What follows belongs to an exercise in optimizing a design on an open flow for small area, a short achievable clock period and few clock cycles per item; a production flow would make more cautious choices. Only simulation tests tie the RTL to the original design; equivalence was not proved. Power is estimated from default activity; no workload was simulated.

==> v28: inputs <==
// median_filter
module median_filter #(
  parameter WIDTH = 8,
  parameter P_WIN = 5
) (
  input  logic [WIDTH*P_WIN*P_WIN-1:0]  filter_win_in,
  input  logic                          filter_in_vld,
  output logic                          filter_in_rdy,
  output logic [WIDTH-1:0]              filter_data_out,
  output logic                          filter_out_vld,
  input  logic                          filter_out_rdy,
  input  logic [5:0]                    r_mf_threshold,
  input  logic clk,
  input  logic rst_n
);
export LEC_CHECK = 0
export ABC_AREA = 1
export CAP_MARGIN = 20
export CORE_MARGIN = 2
export CORE_UTILIZATION = 70
export SETUP_SLACK_MARGIN = 3.25
export SLEW_MARGIN = 20
create_clock -name core_clock -period 8.5 [get_ports {clk}]
standard.sh (not shown) runs the stock make flow with config.mk's settings and CLKGATE_MAP_FILE= SYNTH_SCRIPT=/design/flow/synth_recipe.tcl, a recipe that flattens the netlist after the stock synthesis.
==> flow/flow/run.sh <==
#!/bin/bash
# The standard layout (the standard.sh: standard synthesis, ORFS place, CTS and route),
# with two changes: the port buffers that global placement inserts on every input and output
# are sky130_fd_sc_hd__buf_1 instead of the cell buffer_ports picks by default (the resizer
# may still upsize them), and clock tree synthesis uses larger sink clusters and no dummy
# loads. make's full output goes to flow.log here.
set -euo pipefail
bash standard.sh \
  BUFFER_PORTS_ARGS="-buffer_cell sky130_fd_sc_hd__buf_1" \
  CTS_ARGS="-sink_clustering_enable -repair_clock_nets -sink_clustering_size 24 -sink_clustering_max_diameter 100 -dont_use_dummy_load" \
  finish > flow.log 2>&1
==> inputs of v25, as changes to v28 <==
Settings changed: CORE_UTILIZATION 70 to 55, SETUP_SLACK_MARGIN 3.25 to 3.6.
==> qor summary <==
quantity                                                             v25                 v28
Result of the run                               timing/DRC/antenna clean  timing/DRC/antenna clean
Startpoint of the most critical hold path                e1_8[3]$_DFF_P_     e1_3[2]$_DFF_P_
Vias                                                               15500               15800
HPWL after DPL                                                   43.8 mm             41.4 mm
Sequential portion of the cell area                                0.359               0.370
Post-CTS Setup Repair Bufs                                             5                   3
Clock buffer and inverter area fraction after layout              0.0215              0.0222
Internal Dissipation                                             5.28 mW             5.18 mW
Register area                                               0.00876 mm^2        0.00876 mm^2
First element of the critical path                    filter_win_in[103]  filter_win_in[127]
Switching fraction of total power                                  0.485               0.488
Met1 capacity usage during global routing                          0.384               0.475
Dpl cell area                                                0.0230 mm^2         0.0227 mm^2
Critical path depth                                                   17                  16
Final worst clock skew                                           36.5 ps             29.6 ps
CP Data Arrival Time                                             5300 ps             5570 ps
Met2 layer wire length in the routed design                      24.7 mm             24.4 mm
Global routing met2 resource utilization                           0.428               0.531
Reg-to-reg slack, setup                                          3810 ps             3490 ps
Placement Setup Slack                                            2290 ps             1990 ps
Final Util                                                         0.631               0.775
Clock-net power                                                  1.03 mW             1.02 mW
Die extent in x                                                   202 um              180 um
Testbench counts of v28, summed over its fixed seeds: cycles 3,232, items 3,200.
Testbench counts of v25, summed over its fixed seeds: cycles 3,232, items 3,200.


==> build 61 <==
median_filter again, from the RTL that the note above started with.
Settings: LEC_CHECK=0, ABC_AREA=1, CAP_MARGIN=20, CORE_MARGIN=2, CORE_UTILIZATION=60, SETUP_SLACK_MARGIN=3.6, SLEW_MARGIN=20; clock period 8.5 ns.
Scripts as last shown in full above: flow/flow/run.sh
==> build 28: changes against build 61 <==
--- a/flow/design.v
+++ b/flow/design.v
@@ -14,11 +14,11 @@
 );
 localparam int LAT = 3;    
 localparam int CAP = 4;    
 localparam int CW  = 3;
 wire acc = filter_in_vld & filter_in_rdy;
-wire [4:0] rc0 = r_mf_threshold[5] ? 5'd0 : ~r_mf_threshold[4:0];
+wire [5:0] rc0 = ~r_mf_threshold;
 wire v0 = acc;
 wire [7:0] e0_0 = filter_win_in[7:0];
 wire [7:0] e0_1 = filter_win_in[15:8];
 wire [7:0] e0_2 = filter_win_in[23:16];
 wire [7:0] e0_3 = filter_win_in[31:24];
@@ -107,11 +107,11 @@
 wire s0a_f21s = s0a_f21v[0];
 wire s0a_f21c = s0a_f21v[1];
 wire [1:0] s0a_f22v = {1'b0, rc0[3]} + {1'b0, s0a_f19c} + {1'b0, s0a_f20c};
 wire s0a_f22s = s0a_f22v[0];
 wire s0a_f22c = s0a_f22v[1];
-wire [5:0] s0a = {1'b0, rc0[4], s0a_f21c, s0a_f21s, s0a_f18s, s0a_f9s} + {1'b0, s0a_f22c, s0a_f22s, 1'b0, 1'b0, s0a_f12s};
+wire [6:0] s0a = {1'b0, rc0[5], rc0[4], s0a_f21c, s0a_f21s, s0a_f18s, s0a_f9s} + {1'b0, 1'b0, s0a_f22c, s0a_f22s, 1'b0, 1'b0, s0a_f12s};
 wire [1:0] s0b_f1v = {1'b0, e0_0[7]} + {1'b0, e0_10[7]} + {1'b0, e0_11[7]};
 wire s0b_f1s = s0b_f1v[0];
 wire s0b_f1c = s0b_f1v[1];
 wire [1:0] s0b_f2v = {1'b0, e0_12[7]} + {1'b0, e0_13[7]} + {1'b0, e0_14[7]};
 wire s0b_f2s = s0b_f2v[0];
@@ -174,11 +174,11 @@
 wire s0b_f21s = s0b_f21v[0];
 wire s0b_f21c = s0b_f21v[1];
 wire [1:0] s0b_f22v = {1'b0, rc0[3]} + {1'b0, s0b_f19c} + {1'b0, s0b_f20c};
 wire s0b_f22s = s0b_f22v[0];
 wire s0b_f22c = s0b_f22v[1];
-wire [5:0] s0b = {1'b0, rc0[4], s0b_f21c, s0b_f21s, s0b_f18s, s0b_f9s} + {1'b0, s0b_f22c, s0b_f22s, 1'b0, 1'b0, s0b_f12s};
+wire [6:0] s0b = {1'b0, rc0[5], rc0[4], s0b_f21c, s0b_f21s, s0b_f18s, s0b_f9s} + {1'b0, 1'b0, s0b_f22c, s0b_f22s, 1'b0, 1'b0, s0b_f12s};
 wire [1:0] s0c_f1v = {1'b0, ((e0_0[7] | e0_0[6]))} + {1'b0, ((e0_10[7] | e0_10[6]))} + {1'b0, ((e0_11[7] | e0_11[6]))};
 wire s0c_f1s = s0c_f1v[0];
 wire s0c_f1c = s0c_f1v[1];
 wire [1:0] s0c_f2v = {1'b0, ((e0_12[7] | e0_12[6]))} + {1'b0, ((e0_13[7] | e0_13[6]))} + {1'b0, ((e0_14[7] | e0_14[6]))};
 wire s0c_f2s = s0c_f2v[0];
@@ -241,13 +241,13 @@
 wire s0c_f21s = s0c_f21v[0];
 wire s0c_f21c = s0c_f21v[1];
 wire [1:0] s0c_f22v = {1'b0, rc0[3]} + {1'b0, s0c_f19c} + {1'b0, s0c_f20c};
 wire s0c_f22s = s0c_f22v[0];
 wire s0c_f22c = s0c_f22v[1];
-wire [5:0] s0c = {1'b0, rc0[4], s0c_f21c, s0c_f21s, s0c_f18s, s0c_f9s} + {1'b0, s0c_f22c, s0c_f22s, 1'b0, 1'b0, s0c_f12s};
-wire [7:6] d0 = {s0b[5], s0a[5] | (s0c[5] & ~s0b[5])};
-wire [4:0] rc1n = s0a[5] ? rc0 : s0b[5] ? s0a[4:0] : s0c[5] ? s0b[4:0] : s0c[4:0];
+wire [6:0] s0c = {1'b0, rc0[5], rc0[4], s0c_f21c, s0c_f21s, s0c_f18s, s0c_f9s} + {1'b0, 1'b0, s0c_f22c, s0c_f22s, 1'b0, 1'b0, s0c_f12s};
+wire [7:6] d0 = {s0b[6], s0a[6] | (s0c[6] & ~s0b[6])};
+wire [5:0] rc1n = s0a[6] ? rc0 : s0b[6] ? s0a[5:0] : s0c[6] ? s0b[5:0] : s0c[5:0];
 wire [7:6] r1n = d0;
 wire q1n_0 = (e0_0[7:6] == d0);
 wire q1n_1 = (e0_1[7:6] == d0);
 wire q1n_2 = (e0_2[7:6] == d0);
 wire q1n_3 = (e0_3[7:6] == d0);
@@ -270,11 +270,11 @@
 wire q1n_20 = (e0_20[7:6] == d0);
 wire q1n_21 = (e0_21[7:6] == d0);
 wire q1n_22 = (e0_22[7:6] == d0);
 wire q1n_23 = (e0_23[7:6] == d0);
 wire q1n_24 = (e0_24[7:6] == d0);
-logic [4:0] rc1;
+logic [5:0] rc1;
 logic [7:6] r1;
 logic v1;
 logic [5:0] e1_0;
 logic q1_0;
 logic [5:0] e1_1;
@@ -445,11 +445,11 @@
 wire s1a_f21s = s1a_f21v[0];
 wire s1a_f21c = s1a_f21v[1];
 wire [1:0] s1a_f22v = {1'b0, rc1[3]} + {1'b0, s1a_f19c} + {1'b0, s1a_f20c};
 wire s1a_f22s = s1a_f22v[0];
 wire s1a_f22c = s1a_f22v[1];
-wire [5:0] s1a = {1'b0, rc1[4], s1a_f21c, s1a_f21s, s1a_f18s, s1a_f9s} + {1'b0, s1a_f22c, s1a_f22s, 1'b0, 1'b0, s1a_f12s};
+wire [6:0] s1a = {1'b0, rc1[5], rc1[4], s1a_f21c, s1a_f21s, s1a_f18s, s1a_f9s} + {1'b0, 1'b0, s1a_f22c, s1a_f22s, 1'b0, 1'b0, s1a_f12s};
 wire [1:0] s1b_f1v = {1'b0, (q1_0 & e1_0[5])} + {1'b0, (q1_1 & e1_1[5])} + {1'b0, (q1_10 & e1_10[5])};
 wire s1b_f1s = s1b_f1v[0];
 wire s1b_f1c = s1b_f1v[1];
 wire [1:0] s1b_f2v = {1'b0, (q1_11 & e1_11[5])} + {1'b0, (q1_12 & e1_12[5])} + {1'b0, (q1_13 & e1_13[5])};
 wire s1b_f2s = s1b_f2v[0];
@@ -512,11 +512,11 @@
 wire s1b_f21s = s1b_f21v[0];
 wire s1b_f21c = s1b_f21v[1];
 wire [1:0] s1b_f22v = {1'b0, rc1[3]} + {1'b0, s1b_f19c} + {1'b0, s1b_f20c};
 wire s1b_f22s = s1b_f22v[0];
 wire s1b_f22c = s1b_f22v[1];
-wire [5:0] s1b = {1'b0, rc1[4], s1b_f21c, s1b_f21s, s1b_f18s, s1b_f9s} + {1'b0, s1b_f22c, s1b_f22s, 1'b0, 1'b0, s1b_f12s};
+wire [6:0] s1b = {1'b0, rc1[5], rc1[4], s1b_f21c, s1b_f21s, s1b_f18s, s1b_f9s} + {1'b0, 1'b0, s1b_f22c, s1b_f22s, 1'b0, 1'b0, s1b_f12s};
 wire [1:0] s1c_f1v = {1'b0, (q1_0 & (e1_0[5] | e1_0[4]))} + {1'b0, (q1_1 & (e1_1[5] | e1_1[4]))} + {1'b0, (q1_10 & (e1_10[5] | e1_10[4]))};
 wire s1c_f1s = s1c_f1v[0];
 wire s1c_f1c = s1c_f1v[1];
 wire [1:0] s1c_f2v = {1'b0, (q1_11 & (e1_11[5] | e1_11[4]))} + {1'b0, (q1_12 & (e1_12[5] | e1_12[4]))} + {1'b0, (q1_13 & (e1_13[5] | e1_13[4]))};
 wire s1c_f2s = s1c_f2v[0];
@@ -579,13 +579,13 @@
 wire s1c_f21s = s1c_f21v[0];
 wire s1c_f21c = s1c_f21v[1];
 wire [1:0] s1c_f22v = {1'b0, rc1[3]} + {1'b0, s1c_f19c} + {1'b0, s1c_f20c};
 wire s1c_f22s = s1c_f22v[0];
 wire s1c_f22c = s1c_f22v[1];
-wire [5:0] s1c = {1'b0, rc1[4], s1c_f21c, s1c_f21s, s1c_f18s, s1c_f9s} + {1'b0, s1c_f22c, s1c_f22s, 1'b0, 1'b0, s1c_f12s};
-wire [5:4] d1 = {s1b[5], s1a[5] | (s1c[5] & ~s1b[5])};
-wire [4:0] rc2n = s1a[5] ? rc1 : s1b[5] ? s1a[4:0] : s1c[5] ? s1b[4:0] : s1c[4:0];
+wire [6:0] s1c = {1'b0, rc1[5], rc1[4], s1c_f21c, s1c_f21s, s1c_f18s, s1c_f9s} + {1'b0, 1'b0, s1c_f22c, s1c_f22s, 1'b0, 1'b0, s1c_f12s};
+wire [5:4] d1 = {s1b[6], s1a[6] | (s1c[6] & ~s1b[6])};
+wire [5:0] rc2n = s1a[6] ? rc1 : s1b[6] ? s1a[5:0] : s1c[6] ? s1b[5:0] : s1c[5:0];
 wire [7:4] r2n = {r1, d1};
 wire q2n_0 = q1_0 & (e1_0[5:4] == d1);
 wire q2n_1 = q1_1 & (e1_1[5:4] == d1);
 wire q2n_2 = q1_2 & (e1_2[5:4] == d1);
 wire q2n_3 = q1_3 & (e1_3[5:4] == d1);
@@ -608,11 +608,11 @@
 wire q2n_20 = q1_20 & (e1_20[5:4] == d1);
 wire q2n_21 = q1_21 & (e1_21[5:4] == d1);
 wire q2n_22 = q1_22 & (e1_22[5:4] == d1);
 wire q2n_23 = q1_23 & (e1_23[5:4] == d1);
 wire q2n_24 = q1_24 & (e1_24[5:4] == d1);
-logic [4:0] rc2;
+logic [5:0] rc2;
 logic [7:4] r2;
 logic v2;
 logic [3:0] e2_0;
 logic q2_0;
 logic [3:0] e2_1;
@@ -783,11 +783,11 @@
 wire s2a_f21s = s2a_f21v[0];
 wire s2a_f21c = s2a_f21v[1];
 wire [1:0] s2a_f22v = {1'b0, rc2[3]} + {1'b0, s2a_f19c} + {1'b0, s2a_f20c};
 wire s2a_f22s = s2a_f22v[0];
 wire s2a_f22c = s2a_f22v[1];
-wire [5:0] s2a = {1'b0, rc2[4], s2a_f21c, s2a_f21s, s2a_f18s, s2a_f9s} + {1'b0, s2a_f22c, s2a_f22s, 1'b0, 1'b0, s2a_f12s};
+wire [6:0] s2a = {1'b0, rc2[5], rc2[4], s2a_f21c, s2a_f21s, s2a_f18s, s2a_f9s} + {1'b0, 1'b0, s2a_f22c, s2a_f22s, 1'b0, 1'b0, s2a_f12s};
 wire [1:0] s2b_f1v = {1'b0, (q2_0 & e2_0[3])} + {1'b0, (q2_1 & e2_1[3])} + {1'b0, (q2_10 & e2_10[3])};
 wire s2b_f1s = s2b_f1v[0];
 wire s2b_f1c = s2b_f1v[1];
 wire [1:0] s2b_f2v = {1'b0, (q2_11 & e2_11[3])} + {1'b0, (q2_12 & e2_12[3])} + {1'b0, (q2_13 & e2_13[3])};
 wire s2b_f2s = s2b_f2v[0];
@@ -850,11 +850,11 @@
 wire s2b_f21s = s2b_f21v[0];
 wire s2b_f21c = s2b_f21v[1];
 wire [1:0] s2b_f22v = {1'b0, rc2[3]} + {1'b0, s2b_f19c} + {1'b0, s2b_f20c};
 wire s2b_f22s = s2b_f22v[0];
 wire s2b_f22c = s2b_f22v[1];
-wire [5:0] s2b = {1'b0, rc2[4], s2b_f21c, s2b_f21s, s2b_f18s, s2b_f9s} + {1'b0, s2b_f22c, s2b_f22s, 1'b0, 1'b0, s2b_f12s};
+wire [6:0] s2b = {1'b0, rc2[5], rc2[4], s2b_f21c, s2b_f21s, s2b_f18s, s2b_f9s} + {1'b0, 1'b0, s2b_f22c, s2b_f22s, 1'b0, 1'b0, s2b_f12s};
 wire [1:0] s2c_f1v = {1'b0, (q2_0 & (e2_0[3] | e2_0[2]))} + {1'b0, (q2_1 & (e2_1[3] | e2_1[2]))} + {1'b0, (q2_10 & (e2_10[3] | e2_10[2]))};
 wire s2c_f1s = s2c_f1v[0];
 wire s2c_f1c = s2c_f1v[1];
 wire [1:0] s2c_f2v = {1'b0, (q2_11 & (e2_11[3] | e2_11[2]))} + {1'b0, (q2_12 & (e2_12[3] | e2_12[2]))} + {1'b0, (q2_13 & (e2_13[3] | e2_13[2]))};
 wire s2c_f2s = s2c_f2v[0];
@@ -917,13 +917,13 @@
 wire s2c_f21s = s2c_f21v[0];
 wire s2c_f21c = s2c_f21v[1];
 wire [1:0] s2c_f22v = {1'b0, rc2[3]} + {1'b0, s2c_f19c} + {1'b0, s2c_f20c};
 wire s2c_f22s = s2c_f22v[0];
 wire s2c_f22c = s2c_f22v[1];
-wire [5:0] s2c = {1'b0, rc2[4], s2c_f21c, s2c_f21s, s2c_f18s, s2c_f9s} + {1'b0, s2c_f22c, s2c_f22s, 1'b0, 1'b0, s2c_f12s};
-wire [3:2] d2 = {s2b[5], s2a[5] | (s2c[5] & ~s2b[5])};
-wire [4:0] rc3n = s2a[5] ? rc2 : s2b[5] ? s2a[4:0] : s2c[5] ? s2b[4:0] : s2c[4:0];
+wire [6:0] s2c = {1'b0, rc2[5], rc2[4], s2c_f21c, s2c_f21s, s2c_f18s, s2c_f9s} + {1'b0, 1'b0, s2c_f22c, s2c_f22s, 1'b0, 1'b0, s2c_f12s};
+wire [3:2] d2 = {s2b[6], s2a[6] | (s2c[6] & ~s2b[6])};
+wire [5:0] rc3n = s2a[6] ? rc2 : s2b[6] ? s2a[5:0] : s2c[6] ? s2b[5:0] : s2c[5:0];
 wire [7:2] r3n = {r2, d2};
 wire q3n_0 = q2_0 & (e2_0[3:2] == d2);
 wire q3n_1 = q2_1 & (e2_1[3:2] == d2);
 wire q3n_2 = q2_2 & (e2_2[3:2] == d2);
 wire q3n_3 = q2_3 & (e2_3[3:2] == d2);
@@ -946,11 +946,11 @@
 wire q3n_20 = q2_20 & (e2_20[3:2] == d2);
 wire q3n_21 = q2_21 & (e2_21[3:2] == d2);
 wire q3n_22 = q2_22 & (e2_22[3:2] == d2);
 wire q3n_23 = q2_23 & (e2_23[3:2] == d2);
 wire q3n_24 = q2_24 & (e2_24[3:2] == d2);
-logic [4:0] rc3;
+logic [5:0] rc3;
 logic [7:2] r3;
 logic v3;
 logic [1:0] e3_0;
 logic [1:0] e3_1;
 logic [1:0] e3_2;
@@ -1071,11 +1071,11 @@
 wire s3a_f21s = s3a_f21v[0];
 wire s3a_f21c = s3a_f21v[1];
 wire [1:0] s3a_f22v = {1'b0, rc3[3]} + {1'b0, s3a_f19c} + {1'b0, s3a_f20c};
 wire s3a_f22s = s3a_f22v[0];
 wire s3a_f22c = s3a_f22v[1];
-wire [5:0] s3a = {1'b0, rc3[4], s3a_f21c, s3a_f21s, s3a_f18s, s3a_f9s} + {1'b0, s3a_f22c, s3a_f22s, 1'b0, 1'b0, s3a_f12s};
+wire [6:0] s3a = {1'b0, rc3[5], rc3[4], s3a_f21c, s3a_f21s, s3a_f18s, s3a_f9s} + {1'b0, 1'b0, s3a_f22c, s3a_f22s, 1'b0, 1'b0, s3a_f12s};
 wire [1:0] s3b_f1v = {1'b0, e3_0[1]} + {1'b0, e3_10[1]} + {1'b0, e3_11[1]};
 wire s3b_f1s = s3b_f1v[0];
 wire s3b_f1c = s3b_f1v[1];
 wire [1:0] s3b_f2v = {1'b0, e3_12[1]} + {1'b0, e3_13[1]} + {1'b0, e3_14[1]};
 wire s3b_f2s = s3b_f2v[0];
@@ -1138,11 +1138,11 @@
 wire s3b_f21s = s3b_f21v[0];
 wire s3b_f21c = s3b_f21v[1];
 wire [1:0] s3b_f22v = {1'b0, rc3[3]} + {1'b0, s3b_f19c} + {1'b0, s3b_f20c};
 wire s3b_f22s = s3b_f22v[0];
 wire s3b_f22c = s3b_f22v[1];
-wire [5:0] s3b = {1'b0, rc3[4], s3b_f21c, s3b_f21s, s3b_f18s, s3b_f9s} + {1'b0, s3b_f22c, s3b_f22s, 1'b0, 1'b0, s3b_f12s};
+wire [6:0] s3b = {1'b0, rc3[5], rc3[4], s3b_f21c, s3b_f21s, s3b_f18s, s3b_f9s} + {1'b0, 1'b0, s3b_f22c, s3b_f22s, 1'b0, 1'b0, s3b_f12s};
 wire [1:0] s3c_f1v = {1'b0, ((e3_0[1] | e3_0[0]))} + {1'b0, ((e3_10[1] | e3_10[0]))} + {1'b0, ((e3_11[1] | e3_11[0]))};
 wire s3c_f1s = s3c_f1v[0];
 wire s3c_f1c = s3c_f1v[1];
 wire [1:0] s3c_f2v = {1'b0, ((e3_12[1] | e3_12[0]))} + {1'b0, ((e3_13[1] | e3_13[0]))} + {1'b0, ((e3_14[1] | e3_14[0]))};
 wire s3c_f2s = s3c_f2v[0];
@@ -1205,15 +1205,15 @@
 wire s3c_f21s = s3c_f21v[0];
 wire s3c_f21c = s3c_f21v[1];
 wire [1:0] s3c_f22v = {1'b0, rc3[3]} + {1'b0, s3c_f19c} + {1'b0, s3c_f20c};
 wire s3c_f22s = s3c_f22v[0];
 wire s3c_f22c = s3c_f22v[1];
-wire [5:0] s3c = {1'b0, rc3[4], s3c_f21c, s3c_f21s, s3c_f18s, s3c_f9s} + {1'b0, s3c_f22c, s3c_f22s, 1'b0, 1'b0, s3c_f12s};
-wire [1:0] d3 = {s3b[5], s3a[5] | (s3c[5] & ~s3b[5])};
-wire [4:0] rc4n = s3a[5] ? rc3 : s3b[5] ? s3a[4:0] : s3c[5] ? s3b[4:0] : s3c[4:0];
+wire [6:0] s3c = {1'b0, rc3[5], rc3[4], s3c_f21c, s3c_f21s, s3c_f18s, s3c_f9s} + {1'b0, 1'b0, s3c_f22c, s3c_f22s, 1'b0, 1'b0, s3c_f12s};
+wire [1:0] d3 = {s3b[6], s3a[6] | (s3c[6] & ~s3b[6])};
+wire [5:0] rc4n = s3a[6] ? rc3 : s3b[6] ? s3a[5:0] : s3c[6] ? s3b[5:0] : s3c[5:0];
 wire [7:0] r4n = {r3, d3};
-wire [4:0] rc4 = rc4n;
+wire [5:0] rc4 = rc4n;
 wire [7:0] r4 = r4n;
 wire v4 = v3;
 wire [7:0] res     = r4;
 wire       res_vld = v4;
 logic [7:0]     q  [CAP];
SETUP_SLACK_MARGIN = 3.5   (was 3.6)
==> build 86: changes against build 61 <==
SETUP_SLACK_MARGIN = 3.25   (was 3.6)
==> qor summary <==
item                                                                   build 28            build 61            build 86
Smallest hold slack                                                    0.321 ns            0.332 ns            0.326 ns
Horizontal die dimension                                            196 microns         194 microns         194 microns
Highest Signal Layer                                                       met5                met4                met4
First-pass GRT wire length                                              83.3 mm             80.4 mm             80.6 mm
Non-clock inverters                                                         489                 480                 478
Number of instances resized during post-cts repair                           39                  37                   7
Status                                                 timing/DRC/antenna clean  timing/DRC/antenna clean  timing/DRC/antenna clean
Util after Layout                                                         0.700               0.685               0.668
Number of non-clock buffers in the layout                                   264                 248                 230
Maximum number of pins on one net before global-route repair                 52                  32                  52
Worst Hold Path EP                                                     e2_12[3]            e2_24[0]            e2_19[1]
WL/cell                                                            17.7 microns        17.1 microns        16.9 microns
Maximum achievable frequency                                            199 MHz             204 MHz             194 MHz
Worst setup path endpoint                                                  q1_8               q1_15               q1_14
Post-detailed-route via-to-cell ratio                                      5.15                5.02                5.01
R2r worst-path depth                                                         19                  18                  16
Multi-input gate share of the layout cell area                            0.477               0.469               0.466
WP data required                                                        8.99 ns             8.92 ns             8.93 ns
Worst slew pin tran                                                    0.694 ns            0.720 ns            0.771 ns
Starting density of the core                                              0.607               0.608               0.608
Internal power                                                        0.00543 W           0.00531 W           0.00515 W
Number of instances in the synthesized netlist                             2473                2370                2370
Multi-In Gates                                                             1528                1445                1440
Final Skew                                                            0.0375 ns           0.0370 ns           0.0663 ns
Startpoint of the most critical setup path                    filter_win_in[86]  filter_win_in[119]  filter_win_in[127]
Vertical extent of the die                                          196 microns         194 microns         194 microns
Testbench counts of build 61, summed over its fixed seeds: cycles 3,232, items 3,200.
Testbench counts of build 28, summed over its fixed seeds: cycles 3,232, items 3,200.
Testbench counts of build 86, summed over its fixed seeds: cycles 3,232, items 3,200.

## port drivers added, routing unchanged
How much do the figures lean on ideal ports? The routed layouts below were timed once more, with nothing changed but the port constraints. Step 1 assumes that a clkbuf_16 drives the clock port and a buf_2 every other input. Step 2 moves the port delays by t, midway between the first and last clock arrival at a register: inputs arrive t later, outputs are due t later. That takes back most of the time a late clock gives input paths. Slacks: no drivers / after step 1 / after step 2; pairs: no drivers / after step 1.
run	t, ns	slack for setup (ns)	worst data-port slew with drivers (ns)
v28	0.581	3.364 / 3.396 / 2.815	0.08
v25	0.589	3.619 / 3.632 / 3.043	0.08
build 61	0.587	3.600 / 3.611 / 3.023	0.08
build 28	0.597	3.470 / 3.474 / 2.877	0.06
build 86	0.591	3.340 / 3.372 / 2.781	0.08
After both steps setup and hold are still met in every run listed. The setup slack of build 28, which loses most, moves by +0.004 ns with the drivers and by -0.593 ns with both steps.
